What follows belongs to an exercise in optimizing a design on an open flow for small area, a short achievable clock period and few clock cycles; a production flow would make more cautious choices. RTL that was checked went through simulation tests only; none was proved equivalent to the original. No activity file was given, so power comes from the tool's default toggle rates.

==> run a: inputs <==
// pipeline
module pipeline (
	input  wire        clk,
	input  wire        rst_n,
	output wire [31:0] imem_addr,
	input  wire [31:0] imem_rdata,
	output reg  [31:0] dmem_addr,
	output reg  [31:0] dmem_wdata,
	output reg         dmem_we,
	output reg         dmem_byte,
	input  wire [31:0] dmem_rdata
);
make LEC_CHECK=0 CAP_MARGIN=20 CELL_PAD_IN_SITES_DETAIL_PLACEMENT=2 CELL_PAD_IN_SITES_GLOBAL_PLACEMENT=2 CORE_MARGIN=2 CORE_UTILIZATION=35 SETUP_SLACK_MARGIN=5 SLEW_MARGIN=20 finish   # period 10.0 ns
run.sh (not shown) runs the stock make flow with config.mk's settings and CLKGATE_MAP_FILE= SYNTH_SCRIPT=/design/flow/synth_recipe.tcl, a recipe that flattens the netlist after the stock synthesis.
==> run b: changes against run a <==
--- a/flow/design.v
+++ b/flow/design.v
@@ -76,22 +76,14 @@
 	wire [31:0] e_target = e_jalr ? {e_sum[31:1], 1'b0} : e_aux;
 	wire [31:0] w_data = w_load ? (w_lb ? {24'd0, dmem_rdata[31:24]} : dmem_rdata) : dmem_addr;
 	wire fe1 = e_wen & (e_rd == rs1);
 	wire fw1 = w_wen & (w_rd == rs1);
 	wire fe2 = e_wen & (e_rd == rs2);
 	wire fw2 = w_wen & (w_rd == rs2);
-	reg  [31:0] rf1, rf2;
-	integer r;
-	always @(*) begin
-		rf1 = 32'd0;
-		rf2 = 32'd0;
-		for (r = 1; r < 32; r = r + 1) begin
-			rf1 = rf1 | (rf[r] & {32{rs1 == r}});
-			rf2 = rf2 | (rf[r] & {32{rs2 == r}});
-		end
-	end
+	wire [31:0] rf1 = (rs1 == 5'd0) ? 32'd0 : rf[rs1];
+	wire [31:0] rf2 = (rs2 == 5'd0) ? 32'd0 : rf[rs2];
 	wire [31:0] rs1v = fe1 ? e_res : fw1 ? w_data : rf1;
 	wire [31:0] rs2v = fe2 ? e_res : fw2 ? w_data : rf2;
 	wire stall = e_load & e_wen & ((d_use1 & (e_rd == rs1)) | (d_use2 & (e_rd == rs2)));
 	wire go    = ~redirect & ~stall;
 	wire [31:0] imm_b_op = d_lui ? {inst[31:12], 12'd0}
 	                             : {{20{inst[31]}}, inst[31:25], d_store ? inst[11:7] : inst[24:20]};
- SETUP_SLACK_MARGIN: 5 -> unset
==> run c: changes against run a <==
--- a/flow/design.v
+++ b/flow/design.v
@@ -76,22 +76,14 @@
 	wire [31:0] e_target = e_jalr ? {e_sum[31:1], 1'b0} : e_aux;
 	wire [31:0] w_data = w_load ? (w_lb ? {24'd0, dmem_rdata[31:24]} : dmem_rdata) : dmem_addr;
 	wire fe1 = e_wen & (e_rd == rs1);
 	wire fw1 = w_wen & (w_rd == rs1);
 	wire fe2 = e_wen & (e_rd == rs2);
 	wire fw2 = w_wen & (w_rd == rs2);
-	reg  [31:0] rf1, rf2;
-	integer r;
-	always @(*) begin
-		rf1 = 32'd0;
-		rf2 = 32'd0;
-		for (r = 1; r < 32; r = r + 1) begin
-			rf1 = rf1 | (rf[r] & {32{rs1 == r}});
-			rf2 = rf2 | (rf[r] & {32{rs2 == r}});
-		end
-	end
+	wire [31:0] rf1 = (rs1 == 5'd0) ? 32'd0 : rf[rs1];
+	wire [31:0] rf2 = (rs2 == 5'd0) ? 32'd0 : rf[rs2];
 	wire [31:0] rs1v = fe1 ? e_res : fw1 ? w_data : rf1;
 	wire [31:0] rs2v = fe2 ? e_res : fw2 ? w_data : rf2;
 	wire stall = e_load & e_wen & ((d_use1 & (e_rd == rs1)) | (d_use2 & (e_rd == rs2)));
 	wire go    = ~redirect & ~stall;
 	wire [31:0] imm_b_op = d_lui ? {inst[31:12], 12'd0}
 	                             : {{20{inst[31]}}, inst[31:25], d_store ? inst[11:7] : inst[24:20]};
- CELL_PAD_IN_SITES_DETAIL_PLACEMENT: 2 -> 1
- CELL_PAD_IN_SITES_GLOBAL_PLACEMENT: 2 -> 1
- CORE_UTILIZATION: 35 -> 55
==> comparison table <==
| item | run b | run a | run c |
|---|---|---|---|
| Outcome | timing/DRC/antenna clean | timing/DRC/antenna clean | timing/DRC/antenna clean |
| Number of combinational gates with multiple inputs | 2749 | 3346 | 2749 |
| Final clock period utilization by the worst path | 61.5% | 51.0% | 50.8% |
| Area share of buffers outside the clock network | 3.74% | 5.55% | 3.92% |
| Net count reported at finish | 4734 | 5472 | 4719 |
| Number of inserted diodes | 7 | 12 | 7 |
| Unique masters post-synth | 82 | 91 | 82 |
| Setup slack, reg-to-reg | 3850 ps | 5150 ps | 5100 ps |
| Type of element launching the critical path | flop | input pin | input pin |
| Number of clock buffers in the layout | 179 | 176 | 170 |
| Reg-to-reg endpoint | pc[9] | e_aux[9] | e_b[30] |
| Net switching power | 5970 uW | 6310 uW | 5660 uW |
| DR pass1 iterations | 5 | 9 | 5 |
| Fraction of standard cell area that is sequential | 46.7% | 48.5% | 47.5% |
| Largest incremental delay on the critical path | 830 ps | 620 ps | 720 ps |
| Hold_ws | 341 ps | 332 ps | 329 ps |
Testbench counts of run a, summed over its fixed seeds: cycles 89,122.
Function not checked in run b and run c: the RTL went through the layout flow alone.

==> static timing again, ports no longer ideal <==
The results above use ideal ports. As a check the final layouts listed here were re-extracted and re-timed, cells and wires unchanged.
Step 1 assumes that a clkbuf_16 drives the clock port and a buf_2 every other input.
Step 2, shift: input delay + t, output delay - t, t = (earliest + latest rising clock arrival at the registers) / 2. This alone moves slack from input paths to output paths.
Slacks: no drivers / after step 1 / after step 2; pairs: no drivers / after step 1.
| run | t (ns) | setup WS [ns] | worst hold slack (ns) | worst setup path after step 2 | worst register clock-pin slew, ns |
|---|---|---|---|---|---|
| run a | 0.904 | 4.901 / 4.964 / 4.060 | 0.332 / 0.332 / 0.332 | input to register | 0.07 / 0.07 |
| run b | 0.886 | 3.847 / 3.847 / 3.193 | 0.341 / 0.341 / 0.341 | input to register | 0.07 / 0.07 |
| run c | 0.829 | 4.918 / 4.939 / 4.110 | 0.329 / 0.329 / 0.329 | input to register | 0.07 / 0.07 |
After both steps setup and hold are still met in every run listed. For run a, which loses most, drivers alone change the setup slack by +0.063 ns; drivers and shift together by -0.841 ns.
